What follows belongs to an exercise in optimizing a design on an open flow for small area; a production flow would make more cautious choices.
Only simulation tests tie the RTL to the original design; equivalence was not proved.
Power and IR drop assume default switching activity.

==> design/flow/design.v <==
module memGame_Top(Clk, Rst, game_b, p1_b, p1_inputNum, seqDisp, p1Disp, pointDisp, r_LED, g_LED);
  input Clk, Rst, game_b, p1_b;
  input [3:0] p1_inputNum;
  output [17:0] r_LED;
  output [3:0] g_LED;
  output [6:0] seqDisp, p1Disp, pointDisp;
  localparam [3:0] S_Init = 4'd0, S_Init0 = 4'd1, S_GetNum = 4'd2, S_Shift = 4'd3,
                   S_Stage1 = 4'd4, S_Mod = 4'd5, S_Generate = 4'd6, S_Add = 4'd7,
                   S_WaitForPush = 4'd8, S_InputSeq = 4'd9, S_Verify = 4'd10;
  localparam [31:0] C1 = 32'b01110010100111010100101001011110;
  localparam [31:0] C2 = 32'b01101111001100100001100011001011;
  localparam [31:0] C3 = 32'b10101001010010110111000010011110;
  localparam [31:0] C4 = 32'b01100100001100011001001101111011;
  reg gw, gp, pw, pp;
  always @(posedge Clk) begin
    gw <= Rst & ~game_b & ~gp;
    gp <= Rst & gw & game_b;
    pw <= Rst & ~p1_b & ~pp;
    pp <= Rst & pw & p1_b;
  end
  wire gameButton = gp;
  wire pButton = pp;
  reg [3:0] randNum;
  always @(posedge Clk)
    if (!Rst) randNum <= 4'd0;
    else if (!game_b) randNum <= randNum + 4'd1;
  reg [3:0] State;
  reg [4:0] points;
  reg [3:0] inputCt;
  reg d4;             
  reg [3:0] p1n;
  reg [3:0] prev;
  reg [3:0] rsv;
  reg [1:0] src;
  reg [4:0] sh;       
  reg [3:0] kled;
  reg rB;
  reg gb, gx;
  reg [27:0] trace;
  reg alive, neg;
  wire inDisp = (State == S_Stage1) | (State == S_Mod) | (State == S_Generate) |
                (State == S_Add) | (State == S_WaitForPush);
  wire [5:0] tcnt = {alive, neg, p1n};
  wire pulse = (tcnt == 6'd41);
  wire [5:0] tcntNext = !inDisp ? 6'd0 : pulse ? 6'd7 : {tcnt[4:0], ~(tcnt[5] ^ tcnt[4])};
  wire [3:0] level = (points < 5'd15) ? points[3:0] + 4'd1 : 4'd15;
  wire big = points[4] | (&points[3:0]);
  wire [3:0] ptl = points[3:0];
  wire p1m3 = (ptl == 4'd1) | (ptl == 4'd4) | (ptl == 4'd7) | (ptl == 4'd10) | (ptl == 4'd13);
  wire [1:0] k5 = ((ptl == 4'd1) | (ptl == 4'd3) | (ptl == 4'd6) | (ptl == 4'd8) | (ptl == 4'd11) | (ptl == 4'd13)) ? 2'd2 :
                  ((ptl == 4'd2) | (ptl == 4'd7) | (ptl == 4'd12)) ? 2'd1 : 2'd0;
  wire [1:0] c3 = inputCt % 3;
  wire [2:0] c5 = inputCt % 5;
  wire [1:0] x3 = (!p1m3 || big) ? 2'd0 : (c3 == 2'd1) ? 2'd2 : (c3 == 2'd2) ? 2'd1 : 2'd0;
  wire [3:0] m5 = (k5 == 2'd2) ? {c5, 1'b0} : (k5 == 2'd1) ? {1'b0, c5} : 4'd0;
  wire [2:0] x5 = big ? 3'd0 : (m5 >= 4'd5) ? m5 - 4'd5 : m5[2:0];
  wire [4:0] x15 = (10 * x3 + 6 * x5) % 15;
  wire [3:0] prodTerm = x15[3:0] + 4'd1;
  wire [31:0] cur = (src == 2'd0) ? C1 : (src == 2'd1) ? C2 : (src == 2'd2) ? C3 : C4;
  wire isZero = (&sh) & (src != 2'd2);
  reg [1:0] src1;
  reg [4:0] sh1;
  always @* begin
    src1 = src; sh1 = sh;
    if (isZero) begin
      if (src == 2'd0 && !rsv[3]) begin src1 = 2'd1; sh1 = {rsv[2:0], 2'b00}; end
      else if (src == 2'd1 && !rsv[3]) begin src1 = 2'd2; sh1 = {rsv[2:0], 2'b00}; end
      else if (src == 2'd2 && rsv[3:2] == 2'b00) begin src1 = 2'd3; sh1 = {rsv[1:0], 3'b000}; end
    end
  end
  localparam [127:0] CALL = {C4, C3, C2, C1};
  wire [2:0] q = sh1[4:2];
  wire [3:0] nA = CALL >> {src1, q, 2'b00};
  wire [127:0] nBx = (q == 3'd7) ? 128'd0 : (CALL >> {src1, q + 3'd1, 2'b00});
  wire [6:0] nW = {nBx[2:0], nA};
  wire [3:0] nibS = (sh1[1:0] == 2'd0) ? nW[3:0] : (sh1[1:0] == 2'd1) ? nW[4:1] :
                    (sh1[1:0] == 2'd2) ? nW[5:2] : nW[6:3];
  wire [3:0] nib = nibS;
  wire [4:0] digit = (nib == prev) ? {1'b0, nib} + {1'b0, level} :
                     (nib == 4'd0) ? {1'b0, prodTerm} : {1'b0, nib};
  wire [1:0] cLive = (randNum == 4'd1 || randNum == 4'd4 || randNum == 4'd7 || randNum == 4'd10 || randNum == 4'd13) ? 2'd1 :
                    (randNum == 4'd2 || randNum == 4'd5 || randNum == 4'd8 || randNum == 4'd11 || randNum == 4'd14) ? 2'd2 : 2'd0;
  wire [1:0] cRec = trace[27:26];
  wire replay = (State == S_InputSeq);
  wire [1:0] c = replay ? cRec : cLive;
  wire [5:0] shAdd = {1'b0, sh1} + {4'd0, c} + 6'd1;
  wire c3Out = (src1 == 2'd2) & shAdd[5];
  wire [1:0] srcNext = c3Out ? 2'd3 : src1;
  wire [4:0] shNext = c3Out ? ((rsv[3:2] == 2'b00) ? {rsv[1:0], 3'b000} : 5'd31) :
                      ((src1 != 2'd2) & (shAdd[5] | (&shAdd[4:0]))) ? 5'd31 : shAdd[4:0];
  function [4:0] shStart(input [3:0] r);
    shStart = (r[3:2] != 2'b00) ? 5'd31 : (r[1:0] == 2'd0) ? 5'd0 : (r[1:0] == 2'd1) ? 5'd10 : (r[1:0] == 2'd2) ? 5'd20 : 5'd30;
  endfunction
  wire [4:0] shInit = shStart(randNum);
  wire [4:0] shInitR = shStart(rsv);
  wire realStep = (inputCt <= kled);
  wire [4:0] n = realStep ? digit : 5'd0;
  wire [6:0] u = {2'b00, n} + (neg ? 7'd0 : 7'd16) - {3'b000, p1_inputNum};
  always @(posedge Clk) begin
    if ((State == S_InputSeq) | (State == S_WaitForPush) & pulse) p1n <= p1_inputNum;
    else p1n <= tcntNext[3:0];
    if (!Rst) begin
      State <= S_Init;
      points <= 5'd0;
      kled <= 4'd0;
      rB <= 1'b1;
      gb <= 1'b0; gx <= 1'b0;
    end else begin
      case (State)
        S_Init0: begin
          if (gameButton) State <= S_GetNum; else State <= S_Init;
        end
        S_Init: begin
          inputCt <= level;
          if (gameButton) State <= S_GetNum;
        end
        S_GetNum: begin
          if (randNum != 4'd0) State <= S_Shift;
        end
        S_Shift: begin
          rsv <= randNum;
          src <= 2'd0;
          sh <= shInit;
          {alive, neg} <= 2'b00;
          prev <= 4'd0;
          kled <= 4'd0; rB <= 1'b0;
          gb <= 1'b0; gx <= 1'b0;
          State <= S_Stage1;
        end
        S_Stage1: begin
          {alive, neg} <= tcntNext[5:4];
          if (inputCt == 4'd0) begin
            inputCt <= ~kled;    
            State <= S_WaitForPush;
          end
          else if (pulse) begin
            kled <= kled + 4'd1;
            State <= S_Mod;
          end
        end
        S_Mod: begin
          {alive, neg} <= tcntNext[5:4];
          State <= S_Generate;
        end
        S_Generate: begin
          {alive, neg} <= tcntNext[5:4];
          d4 <= digit[4];
          prev <= digit[3:0];
          src <= srcNext;
          sh <= shNext;
          if (inputCt != 4'd1) trace <= {trace[25:0], cLive};
          inputCt <= inputCt - 4'd1;
          State <= S_Add;
        end
        S_Add: begin
          {alive, neg} <= tcntNext[5:4];
          State <= S_Stage1;
        end
        S_WaitForPush: begin
          {alive, neg} <= tcntNext[5:4];
          if (!pulse && inputCt != 4'd0) begin
            trace <= {trace[25:0], cLive};
            inputCt <= inputCt - 4'd1;
          end
          if (pulse) begin
            gb <= 1'b0; gx <= 1'b0;
            inputCt <= level;
            src <= 2'd0;
            sh <= shInitR;
            prev <= 4'd0;
            alive <= (kled <= level);
            neg <= 1'b0;
            State <= S_InputSeq;
          end
        end
        S_InputSeq: begin
          if (inputCt == 4'd0) State <= S_Verify;
          else if (pButton) begin
            {gb, gx} <= {gb, gx} + 2'd1;
            inputCt <= inputCt - 4'd1;
            if (realStep) begin
              trace <= {trace[25:0], cLive};
              prev <= digit[3:0];
              src <= srcNext;
              sh <= shNext;
            end
            alive <= alive & ((u == 7'd16) | (u == 7'd15));
            neg <= (u == 7'd15);
          end
        end
        S_Verify: begin
          inputCt <= level;
          if (alive & ~neg) begin
            kled <= 4'd0;
            gb <= 1'b1; gx <= 1'b1; rB <= 1'b0;
            points <= points + 5'd1;
          end else begin
            kled <= 4'd15;
            gb <= 1'b0; gx <= 1'b0; rB <= 1'b1;
            points <= points - 5'd1;
          end
          State <= S_Init0;
        end
        default: State <= S_Init;
      endcase
    end
  end
  wire [15:0] thermX = ~(16'hffff << kled);
  wire [14:0] therm = thermX[14:0];
  wire between = (State == S_Init) | (State == S_Init0) | (State == S_GetNum) | (State == S_Shift);
  wire lost = between & (&kled);
  assign r_LED[14:0] = therm | {rB, 1'b0, rB, 1'b0, rB, 1'b0, rB, 1'b0, rB, 1'b0, rB, 1'b0, rB, 1'b0, rB};
  assign r_LED[15] = lost;
  assign r_LED[16] = rB;
  assign r_LED[17] = lost;
  wire gOn = (State == S_InputSeq) | (State == S_Verify) | between & ~rB;
  assign g_LED = {gb & gx, gb, gb | gx, gOn};
  wire showP = (State == S_InputSeq) | (State == S_Verify);
  wire showDig = ((State == S_Stage1) | (State == S_Add) | (State == S_WaitForPush)) & (kled != 4'd0) |
                 (State == S_Mod) & (kled[3:1] != 3'd0);
  wire [4:0] num2display = (State == S_Generate) ? {1'b0, nib} : showDig ? {d4, prev} : 5'b10000;
  sevenSegDecoder disp_Sequence(num2display, seqDisp);
  sevenSegDecoder disp_p1({~showP, showP ? p1n : 4'd0}, p1Disp);
  sevenSegDecoder disp_points(points, pointDisp);
endmodule
module sevenSegDecoder(decoder_in, decoder_out);
  input [4:0] decoder_in;
  output [6:0] decoder_out;
  assign decoder_out =
    (decoder_in == 5'd0) ? 7'b1000000 :
    (decoder_in == 5'd1) ? 7'b1111001 :
    (decoder_in == 5'd2) ? 7'b0100100 :
    (decoder_in == 5'd3) ? 7'b0110000 :
    (decoder_in == 5'd4) ? 7'b0011001 :
    (decoder_in == 5'd5) ? 7'b0010010 :
    (decoder_in == 5'd6) ? 7'b0000010 :
    (decoder_in == 5'd7) ? 7'b1111000 :
    (decoder_in == 5'd8) ? 7'b0000000 :
    (decoder_in == 5'd9) ? 7'b0011000 :
    (decoder_in == 5'd10) ? 7'b0100000 :
    (decoder_in == 5'd11) ? 7'b0000011 :
    (decoder_in == 5'd12) ? 7'b0100111 :
    (decoder_in == 5'd13) ? 7'b0100001 :
    (decoder_in == 5'd14) ? 7'b0000110 :
    (decoder_in == 5'd15) ? 7'b0001110 :
    7'b1111111;
endmodule
==> design/flow/flow/run.sh <==
#!/bin/bash
# Own layout flow: the standard synthesis, then its combinational logic re-mapped with a
# stronger, area-oriented ABC script (flip-flops are left exactly as synthesis made them), then
# the standard layout steps, with the port buffers made with the smallest buffer cell.
set -euo pipefail
W=$(pwd)
R=$W/orfs/results/$FLOW_PLATFORM/memGame_Top/base
F=$W/flow
YOSYS=$(command -v yosys || echo "$FLOW_HOME/../tools/install/yosys/bin/yosys")
PDK=$FLOW_HOME/platforms/$FLOW_PLATFORM

# 1. standard synthesis
bash standard.sh synth > "$W/run_synth.log" 2>&1

# 2. re-map the combinational logic
cp "$R/1_2_yosys.v" "$W/1_2_yosys_standard.v"
export REOPT_LIB=$PDK/lib/sky130_fd_sc_hd__tt_025C_1v80.lib
export REOPT_DONT_USE="$(sed -n '/^export DONT_USE_CELLS/,/^$/p' "$PDK/config.mk" | grep -o 'sky130_fd_sc_hd__[a-z0-9_]*' | tr '\n' ' ')"
export REOPT_IN=$W/1_2_yosys_standard.v
# four ABC runs with different random seeds, in parallel; the smallest result is kept
for S in 0 1 2 3; do
  REOPT_OUT=$W/1_2_yosys_reopt$S.v REOPT_ABC=$F/area$S.abc \
    "$YOSYS" -c "$F/reopt.tcl" > "$W/run_reopt$S.log" 2>&1 &
done
wait
BEST=
BESTA=
for S in 0 1 2 3; do
  A=$(grep -o "Chip area for module '.memGame_Top': [0-9.]*" "$W/1_2_yosys_reopt$S.v.stat.txt" | awk '{print $NF}' || true)
  [[ -s "$W/1_2_yosys_reopt$S.v" && -n "$A" ]] || continue
  if [[ -z "$BEST" ]] || awk -v a="$A" -v b="$BESTA" 'BEGIN{exit !(a < b)}'; then BEST=$S; BESTA=$A; fi
done
echo "kept ABC run $BEST, area $BESTA" > "$W/run_reopt_choice.log"
cp "$W/1_2_yosys_reopt$BEST.v" "$R/1_2_yosys.v"
rm -f "$R/1_synth.odb" "$R/1_synth.sdc"

# 3. standard layout from the re-mapped netlist
export BUFFER_PORTS_ARGS="-buffer_cell sky130_fd_sc_hd__buf_1"
export CTS_ARGS="-sink_clustering_enable -repair_clock_nets -buf_list {sky130_fd_sc_hd__clkbuf_4 sky130_fd_sc_hd__clkbuf_8} -dont_use_dummy_load"
bash standard.sh > "$W/run_layout.log" 2>&1
==> design/flow/flow/area0.abc <==
strash
&get -n
&deepsyn -T 60 -S 0
&put
dch -f
amap
topo
==> design/flow/flow/area1.abc <==
strash
&get -n
&deepsyn -T 60 -S 1
&put
dch -f
amap
topo
==> design/flow/flow/area2.abc <==
strash
&get -n
&deepsyn -T 60 -S 2
&put
dch -f
amap
topo
==> design/flow/flow/area3.abc <==
strash
&get -n
&deepsyn -T 60 -S 3
&put
dch -f
amap
topo
==> design/flow/flow/reopt.tcl <==
# Re-map the combinational logic of the standard synthesis netlist with a stronger ABC script.
# Flip-flops stay as they are: same instances, names and cell types.
yosys -import
set lib $::env(REOPT_LIB)
set dont_use {}
foreach c $::env(REOPT_DONT_USE) { lappend dont_use -dont_use $c }
read_liberty -overwrite -setattr liberty_cell -ignore_miss_func $lib
read_verilog $::env(REOPT_IN)
hierarchy -top memGame_Top
blackbox sky130_fd_sc_hd__*df* sky130_fd_sc_hd__*dl* sky130_fd_sc_hd__conb_*
flatten
# wires that flattening the library cells created are internal
yosys rename -hide w:_*_.*
opt_clean -purge
tee -o $::env(REOPT_OUT).before.txt stat
abc -script $::env(REOPT_ABC) -liberty $lib {*}$dont_use
read_liberty -lib -overwrite $lib
opt_clean -purge
setundef -zero
splitnets
opt_clean -purge
hilomap -singleton -hicell sky130_fd_sc_hd__conb_1 HI -locell sky130_fd_sc_hd__conb_1 LO
insbuf -buf sky130_fd_sc_hd__buf_1 A X
tee -o $::env(REOPT_OUT).stat.txt stat -liberty $lib
check -assert -mapped
write_verilog -noattr -nohex -nodec $::env(REOPT_OUT)
==> design/flow/standard.sh <==
#!/bin/bash
# synth_recipe.tcl (not shown) runs the flow's synth.tcl, then flattens the netlist and writes it again
# the make line also repeats each setting of config.mk as NAME=value (left out here)
make -C /OpenROAD-flow-scripts/flow DESIGN_CONFIG=/design/flow/config.mk WORK_HOME=/design/flow/orfs CLKGATE_MAP_FILE= SYNTH_SCRIPT=/design/flow/synth_recipe.tcl "${@:-finish}"
==> design/flow/config.mk <==
export PLATFORM = sky130hd
export DESIGN_NAME = memGame_Top
export DESIGN_NICKNAME = memGame_Top
export VERILOG_FILES = /design/flow/design.v
export SDC_FILE = /design/flow/constraint.sdc
export NUM_CORES = 4
export LEC_CHECK = 0
export ABC_AREA = 1
export CAP_MARGIN = 20
export CORE_MARGIN = 2
export CORE_UTILIZATION = 40
export CTS_BUF_LIST = sky130_fd_sc_hd__clkbuf_4 sky130_fd_sc_hd__clkbuf_8
export SLEW_MARGIN = 20
==> design/flow/constraint.sdc <==
create_clock -name core_clock -period 20.0 [get_ports {Clk}]
set_input_delay 4.0000 -clock core_clock [delete_from_list [all_inputs] [get_ports {Clk}]]
set_output_delay 4.0000 -clock core_clock [all_outputs]
set_load 0.01 [all_outputs]
==> flow_metrics.env, run 1 <==
export IMPL_slew_headroom=0.4057
export IMPL_required_ps=16000
export IMPL_syn_to_final_growth_pct=10.42
export IMPL_slowest_stage="a2111oi_0"
export IMPL_synth_nets=683
export IMPL_cts_buffers=9
export IMPL_finalCritPeriodShare=0.4805
export IMPL_core_sq_um=12110
export IMPL_syn_inst=675
export IMPL_clock_path_buffers=2
export IMPL_min_path_type="reg2reg"
export IMPL_drt_iter0_drc=409
export IMPL_fmax_ghz=0.1041
export IMPL_drc_errors=0
export IMPL_cp_arrival_ps=5610
export IMPL_crit_path_cell_trace="nand2_1, nor2_1, a21oi_1, nor2_1, nand2_1, o21ai_0, clkinv_1, nor2_1, nor2_1, nand2_1, nor3_1, a2111oi_0, a31oi_1, a211oi_1, clkinv_1, o22ai_1, clkinv_1, nor3_1, nor2_1, nand3_1, o211ai_1, buf_1"
export IMPL_yosysWarnings=1
export IMPL_p_leak_uw=0.001773
export IMPL_clk_latency_ps=360
export IMPL_grt_max_degree=29
export IMPL_cts_sink_count=78
export IMPL_netlist_area_sq_um=4994
export IMPL_path_max_fanout=8
export IMPL_fin_worst_skew_ps=22.18
export IMPL_design_area_sq_um=5514
export IMPL_placedInstanceArea_sq_um=5390
export IMPL_h_tree_depth=3
export IMPL_grt_setup_unrepaired="no"
export IMPL_boundaryPins=51
export IMPL_fill_cells=1305
export IMPL_grt_pass1_wl_mm=22.84
export IMPL_tightest_slew_ps=882.2
export IMPL_gp_congestion=0.8857
export IMPL_cts_hold_buf=0
export IMPL_status="finished clean"
export IMPL_die_area_sq_um=13390
export IMPL_hpwl_mm=11.10
export IMPL_cp_start_kind="flip-flop"
export IMPL_period_needed_ps=9610
export IMPL_clk_pin_slew_ps=90
export IMPL_track_usage=0.2183
export IMPL_crit_top_cell="nor2_1"
export IMPL_first_pass_iters=5
export IMPL_antenna_found_initial=0
export IMPL_tns_ps=0
export IMPL_die_x_um=115.7
export IMPL_cts_tree="done"
export IMPL_start_util=0.4123
export IMPL_vias_per_cell=5.705
export IMPL_grt_pass1_vias=4544
export IMPL_antenna_cells=0
export IMPL_cp_end_kind="output port"
export IMPL_cellPowerDensity_nw_per_um2=51.90
export IMPL_drt_total_wl_mm=14.14
export IMPL_rows=40
export IMPL_overflow=0
export IMPL_port_buffer_count=50
export IMPL_drv_slew=0
export IMPL_cpPeakStageDelay_ps=630
export IMPL_ir_drop_mv=0.04350
export IMPL_ant_nets=0
export IMPL_setup_viol=0
export IMPL_cts_resized=0
export IMPL_drive_gt1_frac=0.01644
export IMPL_path_class="reg2out"
export IMPL_finalHoldViolations=0
export IMPL_cts_root_buf="clkbuf_8"
export IMPL_avgSynthCellArea_sq_um=7.398
export IMPL_cts_setup_buffers=0
export IMPL_vias=5123
export IMPL_final_nets=740
export IMPL_die_y_um=115.7
export IMPL_wl_per_cell_um=15.74
export IMPL_drv_cap=0
==> state kept, by name, summed over array words and instances (netlist names), 2 cells and up <==
register  cells
trace        28
points        5
sh            5
State         4
inputCt       4
kled          4
p1n           4
prev          4
randNum       4
rsv           4
src           2
==> layout make-up <==
type | instances | area [sq um] | area share
multi-input cells | 499 | 2570 | 0.4661
flip-flops and latches | 78 | 2062 | 0.3740
inverters | 92 | 345.3 | 0.06263
well taps | 168 | 210.2 | 0.03812
repair buffers | 52 | 202.7 | 0.03676
clock buffers | 9 | 123.9 | 0.02246
==> critical path, delay by kind of cell, from the launching register on <==
family / cells / cell delay [ps]
simple gates: 11 / 1620
flops: 1 / 510
compound gates: 7 / 2380
buf+inv: 4 / 730
==> final timing paths <==
| check | from | endpoint | slack [ps] | cells after the start |
|---|---|---|---|---|
| max | sh[4]$_DFFE_PP_ | seqDisp[1] | 10390 | 22 |
| min | trace[12]$_DFFE_PP_ | trace[14]$_DFFE_PP_ | 420 | 0 |
| max reg2reg | sh[4]$_DFFE_PP_ | neg$_DFFE_PP_ | 12960 | 30 |
| min reg2reg | trace[12]$_DFFE_PP_ | trace[14]$_DFFE_PP_ | 420 | 0 |
==> cells in the final DEF (no fill, tap or decap), types with 8 or more instances in the layout <==
master,count
or3_1,11
o22ai_1,28
a211oi_1,14
or2_0,9
nor3_1,20
clkinv_1,92
o21a_1,12
o21ai_0,62
nand2_1,52
a31oi_1,9
clkbuf_8,9
a21oi_1,39
buf_1,50
edfxtp_1,50
o221ai_1,8
nor2_1,166
dfxtp_1,28
==> per-stage QoR <==
stage	worst slack, ps	utilization	power, uW	instances	hold slack, ps
3_5_place_dp	10840	0.4450	199.8	889	404.5
3_3_place_gp	11090	0.4450	199.9	889	402.4
2_1_floorplan	11920	-	193.6	675	390.7
5_1_grt	9633	0.4553	299.3	898	433.5
6_report	10390	0.4553	286.2	898	419.3
4_1_cts	10460	0.4553	289.1	898	425.8
==> power breakdown <==
group          total (uW)  switching [uW]  internal [uW]
sequential            176            2.31            174
clock                89.4            49.2           40.2
combinational        20.8            14.3           6.54
total                 286            65.8            220
==> routing by layer <==
metal,wire length [um],up-vias,GRT usage,share of wire
met1,6895,2399,0.3180,0.49
li1,-,2546,-,-
met3,688,21,0.02720,0.049
met4,311,0,0.08095,0.022
met5,0,-,0,0
met2,6243,157,0.3337,0.44
==> run 2, diff against run 1 <==
==> design/flow/flow/area0.abc (replaced) <==
strash
&get -n
&deepsyn -T 150 -S 0
&put
dch -f
amap
topo
==> design/flow/flow/area1.abc (replaced) <==
strash
&get -n
&deepsyn -T 150 -S 1
&put
dch -f
amap
topo
==> design/flow/flow/area2.abc (replaced) <==
strash
&get -n
&deepsyn -T 150 -S 2
&put
dch -f
amap
topo
==> design/flow/flow/area3.abc (replaced) <==
strash
&get -n
&deepsyn -T 150 -S 3
&put
dch -f
amap
topo
==> flow_metrics.env, run 2 <==
export IMPL_status="finished clean"
export IMPL_grt_pass1_wl_mm=22.10
export IMPL_period_needed_ps=9742
export IMPL_start_util=0.4086
export IMPL_antenna_cells=0
export IMPL_rrSetupSlack_ps=12630
export IMPL_h_tree_depth=3
export IMPL_cp_depth=21
export IMPL_reg2regPathDepth=28
export IMPL_final_common_cell="nor2_1"
export IMPL_cts_resized=0
export IMPL_largest_register="trace"
export IMPL_fmax_ghz=0.1026
export IMPL_cts_sink_count=78
export IMPL_fill_cells=1208
export IMPL_switching_share=0.2206
export IMPL_core_sq_um=12010
export IMPL_critical_path_top_delay_family="compound AO/OA/AOI/OAI gates"
export IMPL_crit_top_cell="nor2_1"
export IMPL_die_y_um=114.8
export IMPL_vias_per_cell=5.918
export IMPL_avgSynthCellArea_sq_um=7.437
export IMPL_antenna_found_initial=0
export IMPL_drt_iter0_drc=412
export IMPL_p_leak_uw=0.001762
export IMPL_dp_slack_ps=10760
export IMPL_cp_arrival_ps=5740
export IMPL_vias=5113
export IMPL_combPwrFrac=0.050
export IMPL_path_max_fanout=7
export IMPL_min_path_type="reg2reg"
export IMPL_ir_drop_mv=0.06339
export IMPL_final_cell_mix="nor2_1, clkinv_1, o21ai_0, edfxtp_1, buf_1"
export IMPL_fin_worst_skew_ps=13.55
export IMPL_boundaryPins=51
export IMPL_cp_start_kind="flip-flop"
export IMPL_path_class="reg2out"
export IMPL_seqPwrFrac=0.625
export IMPL_largestRegisters="trace x28, points x5, sh x5"
export IMPL_drt_total_wl_mm=13.66
export IMPL_tightest_slew_ps=948.7
export IMPL_cts_root_buf="clkbuf_8"
export IMPL_clkPwrFrac=0.324
export IMPL_track_usage=0.2096
export IMPL_crit_path_cell_trace="nand2_1, nor3_1, nand3_1, nor2_1, clkinv_1, o21ai_0, clkinv_1, a31oi_1, nor2_1, a21oi_1, o21ai_0, a221oi_1, clkinv_1, a21oi_1, nor2_1, nor2_1, nor2_1, nor3_1, clkinv_1, a22o_1, buf_1"
export IMPL_intPower_uw=216.7
export IMPL_p_switching_uw=61.33
export IMPL_hpwl_mm=10.41
export IMPL_grt_setup_unrepaired="no"
export IMPL_cp_end_kind="output port"
export IMPL_slowest_stage="o21ai_0"
export IMPL_finalHoldViolations=0
export IMPL_clock_path_buffers=2
export IMPL_drc_errors=0
export IMPL_cts_hold_buf=0
export IMPL_layout_setup_ws_ps=10260
export IMPL_final_nets=727
export IMPL_finalCritPeriodShare=0.4871
export IMPL_grt_max_degree=29
export IMPL_port_buffer_count=50
export IMPL_die_x_um=114.8
export IMPL_slew_headroom=0.3609
export IMPL_synth_nets=668
export IMPL_largest_register_ffs=28
export IMPL_multi_input_area_sq_um=2470
export IMPL_drive_gt1_frac=0.01953
export IMPL_syn_inst=660
export IMPL_tns_ps=0
export IMPL_rows=40
export IMPL_hold_depth=0
export IMPL_seq_area_sq_um=2062
export IMPL_ant_nets=0
export IMPL_first_pass_iters=5
export IMPL_syn_to_final_growth_pct=10.37
export IMPL_clk_pin_slew_ps=70
export IMPL_overflow=0
export IMPL_cts_buffers=9
export IMPL_die_area_sq_um=13170
export IMPL_cpPeakStageDelay_ps=650
export IMPL_wl_per_cell_um=15.81
export IMPL_cts_setup_buffers=0
export IMPL_cellPowerDensity_nw_per_um2=51.33
export IMPL_yosysWarnings=1
export IMPL_cts_tree="done"
export IMPL_grt_pass1_vias=4550
export IMPL_required_ps=16000
export IMPL_drv_slew=0
export IMPL_netlist_area_sq_um=4908
export IMPL_worst_path_buf_inv=5
export IMPL_drv_cap=0
export IMPL_gp_congestion=0.9459
export IMPL_clk_latency_ps=360
export IMPL_setup_viol=0
==> run 2: path summary, 6_finish.rpt <==
path	start	to
setup reg to reg	sh[4]$_DFFE_PP_	alive$_DFFE_PP_
hold / removal	trace[18]$_DFFE_PP_	trace[20]$_DFFE_PP_
hold reg to reg	trace[18]$_DFFE_PP_	trace[20]$_DFFE_PP_
setup / recovery	sh[4]$_DFFE_PP_	seqDisp[6]
==> run 2: cell type report <==
class / instances / share of cell area
inverter: 96 / 0.06651
sequential: 78 / 0.3806
clock buffer: 9 / 0.02286
multi-input combinational: 480 / 0.4559
tap: 147 / 0.03395
timing repair buffer: 54 / 0.04018
==> run 2: power by group through the flow <==
stage / combinational [uW] / sequential [uW] / clock, uW
2_1_floorplan: 9.72 / 177 / 0
3_3_place_gp: 13.4 / 177 / 0
3_5_place_dp: 13.7 / 177 / 0
4_1_cts: 13.8 / 174 / 93.2
5_1_grt: 15.8 / 174 / 98.9
6_report: 14.0 / 174 / 90.2
==> run 2: stage by stage <==
step | hold slack, ps | utilization | power, uW | instances | instance area (sq um)
floorplan | 390.7 | - | 186.6 | 660 | 4908
global placement | 407.2 | 0.4407 | 190.8 | 855 | 5294
detailed placement | 405.1 | 0.4407 | 191.1 | 855 | 5294
CTS | 406.4 | 0.4510 | 280.8 | 864 | 5418
global route | 426.5 | 0.4510 | 288.7 | 864 | 5418
finish | 408.1 | 0.4510 | 278.1 | 864 | 5418
==> run 2: per-layer routing <==
metal  vias up  share of wire  GRT usage
li1       2502              -          -
met1      2374           0.48     0.3002
met2       199           0.43     0.3148
met3        38          0.061    0.03585
met4         0          0.029    0.08835
met5         -              0          0
==> run 2: worst reg2reg max path: cells and delay by family (launching register included) <==
family	cells	cell delay (ps)
compound gates	11	3630
flops	1	490
simple gates	11	2030
buf+inv	6	1050
==> run 3, diff against run 2 <==
==> design/flow/flow/area0.abc (replaced) <==
strash
&get -n
&deepsyn -T 600 -S 0
&put
dch -f
amap
topo
==> design/flow/flow/area1.abc (replaced) <==
strash
&get -n
&deepsyn -T 600 -S 1
&put
dch -f
amap
topo
==> design/flow/flow/area2.abc (replaced) <==
strash
&get -n
&deepsyn -T 600 -S 2
&put
dch -f
amap
topo
==> design/flow/flow/area3.abc (replaced) <==
strash
&get -n
&deepsyn -T 600 -S 3
&put
dch -f
amap
topo
==> flow_metrics.env, run 3 <==
export IMPL_port_buffer_count=50
export IMPL_cts_setup_buffers=0
export IMPL_wl_per_cell_um=16.00
export IMPL_drv_cap=0
export IMPL_largestRegisters="trace x28, points x5, sh x5"
export IMPL_tns_ps=0
export IMPL_finalCritPeriodShare=0.4713
export IMPL_switching_share=0.2156
export IMPL_tightest_slew_ps=903.7
export IMPL_die_y_um=114.7
export IMPL_fill_cells=1186
export IMPL_seq_area_sq_um=2062
export IMPL_period_needed_ps=9425
export IMPL_p_switching_uw=59.59
export IMPL_largest_register="trace"
export IMPL_gp_congestion=0.9710
export IMPL_hold_depth=0
export IMPL_finalHoldViolations=0
export IMPL_core_sq_um=11960
export IMPL_clkPwrFrac=0.322
export IMPL_reg2regPathDepth=29
export IMPL_synth_nets=655
export IMPL_fmax_ghz=0.1061
export IMPL_ant_nets=0
export IMPL_cts_sink_count=78
export IMPL_cts_buffers=9
export IMPL_status="finished clean"
export IMPL_clk_latency_ps=360
export IMPL_hold_path_endpoint="trace[18]$_DFFE_PP_"
export IMPL_whs_ps=409.6
export IMPL_cp_depth=22
export IMPL_cts_tree="done"
export IMPL_multi_input_area_sq_um=2472
export IMPL_drt_total_wl_mm=13.58
export IMPL_path_class="reg2out"
export IMPL_min_path_type="reg2reg"
export IMPL_yosysWarnings=1
export IMPL_cts_resized=0
export IMPL_syn_to_final_growth_pct=10.09
export IMPL_drive_gt1_frac=0.01709
export IMPL_grt_pass1_wl_mm=21.85
export IMPL_boundaryPins=51
export IMPL_p_leak_uw=0.001741
export IMPL_h_tree_depth=3
export IMPL_cts_root_buf="clkbuf_8"
export IMPL_first_pass_iters=5
export IMPL_clock_path_buffers=2
export IMPL_drc_errors=0
export IMPL_cp_start_kind="flip-flop"
export IMPL_vias=5087
export IMPL_final_nets=712
export IMPL_fin_worst_skew_ps=19.38
export IMPL_intPower_uw=216.7
export IMPL_setup_viol=0
export IMPL_clk_pin_slew_ps=70
export IMPL_drt_iter0_drc=371
export IMPL_cellPowerDensity_nw_per_um2=51.23
export IMPL_rows=40
export IMPL_grt_pass1_vias=4418
export IMPL_antenna_cells=0
export IMPL_die_area_sq_um=13150
export IMPL_grt_setup_unrepaired="no"
export IMPL_critical_path_top_delay_family="compound AO/OA/AOI/OAI gates"
export IMPL_start_util=0.4096
export IMPL_slowest_stage="o21ai_0"
export IMPL_track_usage=0.2091
export IMPL_largest_register_ffs=28
export IMPL_combPwrFrac=0.050
export IMPL_cp_end_kind="output port"
export IMPL_cpPeakStageDelay_ps=720
export IMPL_antenna_found_initial=0
export IMPL_rrSetupSlack_ps=13180
export IMPL_syn_inst=647
export IMPL_vias_per_cell=5.992
export IMPL_design_area_sq_um=5394
export IMPL_slew_headroom=0.3953
export IMPL_netlist_area_sq_um=4900
export IMPL_drv_slew=0
export IMPL_path_max_fanout=7
export IMPL_final_common_cell="nor2_1"
export IMPL_hp_start="trace[16]$_DFFE_PP_"
export IMPL_overflow=0
export IMPL_required_ps=16000
export IMPL_worst_path_buf_inv=5
export IMPL_postLayoutCoreUtil=0.4509
export IMPL_r2r_end="neg$_DFFE_PP_"
export IMPL_die_x_um=114.7
export IMPL_crit_path_cell_trace="clkinv_1, nor4_1, nand4_1, o21ai_0, nand2_1, o21ai_0, clkinv_1, a21oi_1, o22ai_1, o22a_1, o21ai_0, clkinv_1, o22ai_1, nand2_1, nor2_1, or2_0, a31oi_1, a21oi_1, clkinv_1, nand2_1, o21ai_0, buf_1"
export IMPL_regToRegStartpoint="sh[1]$_DFFE_PP_"
export IMPL_final_cell_mix="nor2_1, clkinv_1, o21ai_0, nand2_1"
export IMPL_seqPwrFrac=0.629
export IMPL_cts_hold_buf=0
export IMPL_placedInstanceArea_sq_um=5270
export IMPL_ir_drop_mv=0.05428
export IMPL_hpwl_mm=10.44
export IMPL_grt_max_degree=29
export IMPL_avgSynthCellArea_sq_um=7.573
export IMPL_cp_arrival_ps=5430
## run 3: per-layer routing
layer	share of wire	up-vias	track usage
met5	0	-	0
met4	0.018	0	0.06911
met3	0.069	28	0.04129
met2	0.44	221	0.3116
met1	0.47	2371	0.3038
li1	-	2467	-
## run 3: metrics by stage
stage                     std cells  setup WS (ps)  power [uW]
after floorplan                 647          10150       186.5
after global placement          840          11420       190.2
after detailed placement        840          11060       190.6
after CTS                       849          10670       279.7
after global routing            849           9821       286.8
final                           849          10570       276.3
## run 3: final cells by class
class | instances | area share
clock buffer | 9 | 0.02296
inverter | 93 | 0.06472
multi-input combinational | 470 | 0.4584
sequential | 78 | 0.3823
tap | 147 | 0.03410
timing repair buffer | 52 | 0.03758
## run 3: worst max path at each step
| stage | endpoint | startpoint |
|---|---|---|
| 4_1_cts | seqDisp[6] | sh[2]$_DFFE_PP_ |
| 3_3_place_gp | seqDisp[6] | sh[1]$_DFFE_PP_ |
| 3_5_place_dp | seqDisp[6] | sh[1]$_DFFE_PP_ |
| 2_1_floorplan | trace[0]$_DFFE_PP_ | Rst |
| 5_1_grt | seqDisp[6] | sh[2]$_DFFE_PP_ |
| 6_report | seqDisp[6] | sh[1]$_DFFE_PP_ |
## run 3: power by group through the flow
stage | sequential, uW | clock [uW] | combinational (uW)
after floorplan | 177 | 0 | 9.60
after global placement | 177 | 0 | 13.1
after detailed placement | 177 | 0 | 13.4
after CTS | 174 | 92.6 | 13.5
after global routing | 174 | 97.7 | 15.3
final | 174 | 88.9 | 13.7
## run 3: worst reg2reg max path, delay by kind of cell, from the launching register on
kind,cells,cell delay (ps)
buffers and inverters,3,480
flip-flops,1,470
AO/OA/AOI/OAI,13,2900
AND/OR/NAND/NOR,13,2800
==> run 4, diff against run 3 <==
--- a/design/flow/flow/run.sh
+++ b/design/flow/flow/run.sh
@@ -16,22 +16,28 @@
 cp "$R/1_2_yosys.v" "$W/1_2_yosys_standard.v"
 export REOPT_LIB=$PDK/lib/sky130_fd_sc_hd__tt_025C_1v80.lib
 export REOPT_DONT_USE="$(sed -n '/^export DONT_USE_CELLS/,/^$/p' "$PDK/config.mk" | grep -o 'sky130_fd_sc_hd__[a-z0-9_]*' | tr '\n' ' ')"
-export REOPT_IN=$W/1_2_yosys_standard.v
-# four ABC runs with different random seeds, in parallel; the smallest result is kept
-for S in 0 1 2 3; do
-  REOPT_OUT=$W/1_2_yosys_reopt$S.v REOPT_ABC=$F/area$S.abc \
-    "$YOSYS" -c "$F/reopt.tcl" > "$W/run_reopt$S.log" 2>&1 &
+# two rounds of four ABC runs with different random seeds, in parallel; each round starts from
+# the smallest netlist so far, and the smallest result is kept
+BESTV=$W/1_2_yosys_standard.v
+BESTA=
+for ROUND in 0 1; do
+  for K in 0 1 2 3; do
+    S=$((ROUND * 4 + K))
+    REOPT_IN=$BESTV REOPT_OUT=$W/1_2_yosys_reopt$S.v REOPT_ABC=$F/area$S.abc \
+      "$YOSYS" -c "$F/reopt.tcl" > "$W/run_reopt$S.log" 2>&1 &
+  done
+  wait
+  for K in 0 1 2 3; do
+    S=$((ROUND * 4 + K))
+    A=$(grep -o "Chip area for module '.memGame_Top': [0-9.]*" "$W/1_2_yosys_reopt$S.v.stat.txt" 2>/dev/null | awk '{print $NF}' || true)
+    [[ -s "$W/1_2_yosys_reopt$S.v" && -n "$A" ]] || continue
+    if [[ -z "$BESTA" ]] || awk -v a="$A" -v b="$BESTA" 'BEGIN{exit !(a < b)}'; then
+      BESTV=$W/1_2_yosys_reopt$S.v; BESTA=$A
+    fi
+  done
 done
-wait
-BEST=
-BESTA=
-for S in 0 1 2 3; do
-  A=$(grep -o "Chip area for module '.memGame_Top': [0-9.]*" "$W/1_2_yosys_reopt$S.v.stat.txt" | awk '{print $NF}' || true)
-  [[ -s "$W/1_2_yosys_reopt$S.v" && -n "$A" ]] || continue
-  if [[ -z "$BEST" ]] || awk -v a="$A" -v b="$BESTA" 'BEGIN{exit !(a < b)}'; then BEST=$S; BESTA=$A; fi
-done
-echo "kept ABC run $BEST, area $BESTA" > "$W/run_reopt_choice.log"
-cp "$W/1_2_yosys_reopt$BEST.v" "$R/1_2_yosys.v"
+echo "kept $BESTV, area $BESTA" > "$W/run_reopt_choice.log"
+cp "$BESTV" "$R/1_2_yosys.v"
 rm -f "$R/1_synth.odb" "$R/1_synth.sdc"
 
 # 3. standard layout from the re-mapped netlist
==> design/flow/flow/area0.abc (replaced) <==
strash
&get -n
&deepsyn -T 300 -S 0
&put
dch -f
amap
topo
==> design/flow/flow/area1.abc (replaced) <==
strash
&get -n
&deepsyn -T 300 -S 1
&put
dch -f
amap
topo
==> design/flow/flow/area2.abc (replaced) <==
strash
&get -n
&deepsyn -T 300 -S 2
&put
dch -f
amap
topo
==> design/flow/flow/area3.abc (replaced) <==
strash
&get -n
&deepsyn -T 300 -S 3
&put
dch -f
amap
topo
==> design/flow/flow/area4.abc (new file) <==
strash
&get -n
&deepsyn -T 300 -S 4
&put
dch -f
amap
topo
==> design/flow/flow/area5.abc (new file) <==
strash
&get -n
&deepsyn -T 300 -S 5
&put
dch -f
amap
topo
==> design/flow/flow/area6.abc (new file) <==
strash
&get -n
&deepsyn -T 300 -S 6
&put
dch -f
amap
topo
==> design/flow/flow/area7.abc (new file) <==
strash
&get -n
&deepsyn -T 300 -S 7
&put
dch -f
amap
topo
==> flow_metrics.env, run 4 <==
export IMPL_largest_register_ffs=28
export IMPL_path_max_fanout=7
export IMPL_final_cell_mix="nor2_1, clkinv_1, o21ai_0, nand2_1"
export IMPL_avgSynthCellArea_sq_um=7.573
export IMPL_drc_errors=0
export IMPL_vias=5087
export IMPL_syn_inst=647
export IMPL_final_common_cell="nor2_1"
export IMPL_track_usage=0.2091
export IMPL_vias_per_cell=5.992
export IMPL_fin_worst_skew_ps=19.38
export IMPL_gp_congestion=0.9710
export IMPL_synth_nets=655
export IMPL_cts_tree="done"
export IMPL_seq_area_sq_um=2062
export IMPL_drt_total_wl_mm=13.58
export IMPL_reg2regPathDepth=29
export IMPL_syn_to_final_growth_pct=10.09
export IMPL_r2r_end="neg$_DFFE_PP_"
export IMPL_port_buffer_count=50
export IMPL_hold_depth=0
export IMPL_path_class="reg2out"
export IMPL_fmax_ghz=0.1061
export IMPL_hold_path_endpoint="trace[18]$_DFFE_PP_"
export IMPL_largest_register="trace"
export IMPL_setup_viol=0
export IMPL_die_x_um=114.7
export IMPL_tns_ps=0
export IMPL_p_leak_uw=0.001741
export IMPL_finalCritPeriodShare=0.4713
export IMPL_clock_path_buffers=2
export IMPL_drive_gt1_frac=0.01709
export IMPL_cts_hold_buf=0
export IMPL_cp_start_kind="flip-flop"
export IMPL_fill_cells=1186
export IMPL_die_area_sq_um=13150
export IMPL_netlist_area_sq_um=4900
export IMPL_overflow=0
export IMPL_period_needed_ps=9425
export IMPL_rrSetupSlack_ps=13180
export IMPL_die_y_um=114.7
export IMPL_cts_buffers=9
export IMPL_status="finished clean"
export IMPL_core_sq_um=11960
export IMPL_required_ps=16000
export IMPL_cts_resized=0
export IMPL_tightest_slew_ps=903.7
export IMPL_largestRegisters="trace x28, points x5, sh x5"
export IMPL_clk_latency_ps=360
export IMPL_regToRegStartpoint="sh[1]$_DFFE_PP_"
export IMPL_ant_nets=0
export IMPL_slew_headroom=0.3953
export IMPL_first_pass_iters=5
export IMPL_hpwl_mm=10.44
export IMPL_hp_start="trace[16]$_DFFE_PP_"
export IMPL_h_tree_depth=3
export IMPL_clk_pin_slew_ps=70
export IMPL_cp_arrival_ps=5430
export IMPL_cts_setup_buffers=0
export IMPL_placedInstanceArea_sq_um=5270
export IMPL_cellPowerDensity_nw_per_um2=51.23
export IMPL_antenna_found_initial=0
export IMPL_grt_pass1_vias=4418
export IMPL_wl_per_cell_um=16.00
export IMPL_rows=40
export IMPL_finalHoldViolations=0
export IMPL_multi_input_area_sq_um=2472
export IMPL_drt_iter0_drc=371
export IMPL_final_nets=712
export IMPL_min_path_type="reg2reg"
export IMPL_cp_startpoint="sh[1]$_DFFE_PP_"
export IMPL_ir_drop_mv=0.05428
export IMPL_boundaryPins=51
export IMPL_grt_setup_unrepaired="no"
export IMPL_antenna_cells=0
export IMPL_design_area_sq_um=5394
export IMPL_cts_root_buf="clkbuf_8"
export IMPL_grt_pass1_wl_mm=21.85
export IMPL_cp_end_kind="output port"
export IMPL_grt_max_degree=29
export IMPL_drv_slew=0
export IMPL_cts_sink_count=78
export IMPL_yosysWarnings=1
export IMPL_drv_cap=0
export IMPL_start_util=0.4096
## run 4: worst max path at each step
stage / endpoint / slack [ps]
floorplan: trace[0]$_DFFE_PP_ / 10150
global placement: seqDisp[6] / 11420
detailed placement: seqDisp[6] / 11060
CTS: seqDisp[6] / 10670
global route: seqDisp[6] / 9820
finish: seqDisp[6] / 10570
## run 4: where the power goes
part	internal [uW]	switching [uW]	total, uW	leakage, uW
combinational	4.39	9.32	13.7	0.000991
sequential	172	1.46	174	0.000685
clock	40.1	48.8	88.9	0.0000647
total	217	59.6	276	0.00174
## run 4: cell type report
class	instances	area share
timing repair buffer	52	0.03758
inverter	93	0.06472
sequential	78	0.3823
multi-input combinational	470	0.4584
clock buffer	9	0.02296
tap	147	0.03410
## run 4: layer usage
layer  share of wire  global-route usage
met5               0                   0
met4           0.018             0.06911
met3           0.069             0.04129
met2            0.44              0.3116
met1            0.47              0.3038
## run 4: metrics by stage
stage,cells,utilization,worst slack (ps),total power [uW],hold slack (ps)
floorplan,647,-,10150,186.5,390.4
global placement,840,0.4406,11420,190.2,404.6
detailed placement,840,0.4406,11060,190.6,405.9
CTS,849,0.4509,10670,279.7,409.7
global route,849,0.4509,9821,286.8,421.5
finish,849,0.4509,10570,276.3,409.6
## run 4: worst max-delay path: stages (launching register included)
cell and delay (ps):
edfxtp_1 470, clkinv_1 160, nor4_1 360, nand4_1 280
o21ai_0 720, nand2_1 100, o21ai_0 130, clkinv_1 140
a21oi_1 210, o22ai_1 160, o22a_1 240, o21ai_0 390
clkinv_1 230, o22ai_1 390, nand2_1 130, nor2_1 140
or2_0 170, a31oi_1 70, a21oi_1 210, clkinv_1 110
nand2_1 60, o21ai_0 80, buf_1 130

## re-timing with driven ports
How much do the figures lean on ideal ports? The routed layouts below were timed once more, with nothing changed but the port constraints.
Step 1 assumes that a clkbuf_16 drives the clock port and a buf_2 every other input.
Step 2 times the ports against the registers' clock, not the clock port: input delays grow and output delays shrink by t, the midpoint of the rising clock arrivals with the driver on.
Three values: no drivers, after step 1, after step 2; two values: the first two.
| run | shift t [ns] | setup slack, ns | hold slack, ns | worst slew at a driven data input, ns |
|---|---|---|---|---|
| run 1 | 0.380 | 10.390 / 10.355 / 10.734 | 0.419 / 0.419 / 0.419 | 0.03 |
| run 2 | 0.380 | 10.258 / 10.227 / 10.607 | 0.408 / 0.408 / 0.408 | 0.04 |
| run 3 | 0.386 | 10.575 / 10.541 / 10.926 | 0.410 / 0.410 / 0.410 | 0.04 |
| run 4 | 0.386 | 10.575 / 10.541 / 10.926 | 0.410 / 0.410 / 0.410 | 0.04 |
After both steps every run listed still meets setup and hold.
